From an optimization exercise on the open Yosys and OpenROAD flow, aimed at small area; shortcuts taken in it are not production practice.
Only simulation tests tie the RTL to the original design; equivalence was not proved.
No activity file was given, so power comes from the tool's default toggle rates.

## oak
## Convolution3x3
module Convolution3x3 (
    input clk,               
    input rst_n,             
    input [71:0] input_patch,  
    input [71:0] kernel,       
    input [7:0] bias,        
    output reg [9:0] output_pixel   
);
Size in the first run: about 680 cells after synthesis, roughly 160 I/O pins.
clock: 10.0 ns
lec_check: 0
cap_margin: 20
core_margin: 2
core_utilization: 40
cts_buf_list: sky130_fd_sc_hd__clkbuf_2
slew_margin: 20
synth_hierarchical: 1
synth_minimum_keep_size: 0
standard.sh (not shown) runs the stock make flow with config.mk's settings and CLKGATE_MAP_FILE= SYNTH_SCRIPT=/design/flow/synth_recipe.tcl, a recipe that flattens the netlist after the stock synthesis.
==> flow/flow/run.sh <==
#!/bin/bash
set -euo pipefail
bash standard.sh "BUFFER_PORTS_ARGS=-buffer_cell sky130_fd_sc_hd__buf_1" "CTS_ARGS=-sink_clustering_enable -sink_clustering_size 50 -sink_clustering_max_diameter 500 -buf_list sky130_fd_sc_hd__clkbuf_4 -repair_clock_nets" finish > standard_sh.log 2>&1
## Diff of input files: pine against oak
==> flow/run.sh (new file) <==
#!/bin/bash
# synth_recipe.tcl (not shown) runs the flow's synth.tcl, then flattens the netlist and writes it again
# the make line also repeats each setting of config.mk as NAME=value (left out here)
make -C /OpenROAD-flow-scripts/flow DESIGN_CONFIG=/design/flow/config.mk WORK_HOME=/design/flow/orfs CLKGATE_MAP_FILE= SYNTH_SCRIPT=/design/flow/synth_recipe.tcl finish
removed: flow/flow/run.sh
removed: flow/standard.sh
pine: full flow OK, the timing, DRC and antenna checks passed. Between oak and pine, the total chip power is lower for oak. Post-layout minimum cycle time in pine is 0.28 ns above oak. Setup slack in pine is smaller than in oak. Compare oak and pine | met3 global-route usage higher: pine. Relative to oak, worst hold slack has gone up in pine.


== yarrow ==
Starting RTL as in the previous note.
export LEC_CHECK = 0
export CAP_MARGIN = 20
export CORE_MARGIN = 2
export CORE_UTILIZATION = 40
export CTS_BUF_LIST = sky130_fd_sc_hd__clkbuf_2
export SLEW_MARGIN = 20
export SYNTH_HIERARCHICAL = 1
export SYNTH_MINIMUM_KEEP_SIZE = 0
create_clock -name core_clock -period 10.0 [get_ports {clk}]
==> flow/flow/run.sh <==
#!/bin/bash
set -euo pipefail
bash standard.sh "BUFFER_PORTS_ARGS=-buffer_cell sky130_fd_sc_hd__buf_1" "CTS_ARGS=-buf_list sky130_fd_sc_hd__clkbuf_4 -repair_clock_nets" finish > standard_sh.log 2>&1
The inputs of sierra differ from those of yarrow as listed below.
Settings: swapping sky130_fd_sc_hd__clkbuf_2 for sky130_fd_sc_hd__clkbuf_8 in CTS_BUF_LIST.
==> flow/flow/run.sh <==
#!/bin/bash
# Standard ORFS layout (the standard.sh, standard synthesis unchanged), with every
# input and output port buffered by the smallest buffer, sky130_fd_sc_hd__buf_1.
set -euo pipefail
bash standard.sh "BUFFER_PORTS_ARGS=-buffer_cell sky130_fd_sc_hd__buf_1" finish > standard_sh.log 2>&1
## What came out
Largest fanout on the critical path: yarrow vs sierra identical
On global router's overall resource usage, sierra and yarrow are neck and neck.
In terms of wire length on met2, yarrow and sierra differ only marginally.


Starting RTL as in the previous note.
export LEC_CHECK = 0
export CAP_MARGIN = 20
export CORE_MARGIN = 2
export CORE_UTILIZATION = 40
export CTS_BUF_LIST = sky130_fd_sc_hd__clkbuf_4
export SLEW_MARGIN = 20
export SYNTH_HIERARCHICAL = 1
export SYNTH_MINIMUM_KEEP_SIZE = 0
create_clock -name core_clock -period 10.0 [get_ports {clk}]
==> flow/flow/run.sh <==
#!/bin/bash
# Standard ORFS layout (the standard.sh, standard synthesis unchanged), with every
# input and output port buffered by the smallest buffer, sky130_fd_sc_hd__buf_1.
set -euo pipefail
bash standard.sh "BUFFER_PORTS_ARGS=-buffer_cell sky130_fd_sc_hd__buf_1" finish > standard_sh.log 2>&1
Then changed:
- CTS_BUF_LIST: sky130_fd_sc_hd__clkbuf_4 -> sky130_fd_sc_hd__clkbuf_2
=>
- setup slack degrades by 0.014 ns
- area after synthesis stays the same
- global-route usage is unchanged
- count of clock-buffer cells in the layout stays the same
- die area stays the same

-- static timing again, ports no longer ideal --
In the flow no input, the clock included, has a driving cell. The finished layouts below were timed again as built, in two steps. Step 1 sets driving cells, clkbuf_16 on the clock port and buf_2 on the other inputs (assumed; they add their load-dependent delay and slew). Step 2, shift: input delay + t, output delay - t, t = (earliest + latest rising clock arrival at the registers) / 2. This alone moves slack from input paths to output paths. Slacks: ideal ports / drivers / drivers and shift; pairs: ideal ports / drivers.
| run | t (ns) | setup WS [ns] | clock arrival spread, ns | cell pins on the clock port's net |
|---|---|---|---|---|
| oak | 0.262 | 3.193 / 3.187 / 2.926 | 0.001 / 0.001 | 1 |
| pine | 0.241 | 2.913 / 2.905 / 2.664 | 0.003 / 0.002 | 1 |
| yarrow | 0.262 | 3.193 / 3.187 / 2.926 | 0.001 / 0.001 | 1 |
| sierra | 0.247 | 3.182 / 3.179 / 2.931 | 0.005 / 0.005 | 1 |
| the first run of note 3 | 0.262 | 3.193 / 3.187 / 2.926 | 0.001 / 0.001 | 1 |
| the second run of note 3 | 0.238 | 3.178 / 3.172 / 2.934 | 0.004 / 0.004 | 1 |
After both steps every run listed still meets setup and hold.
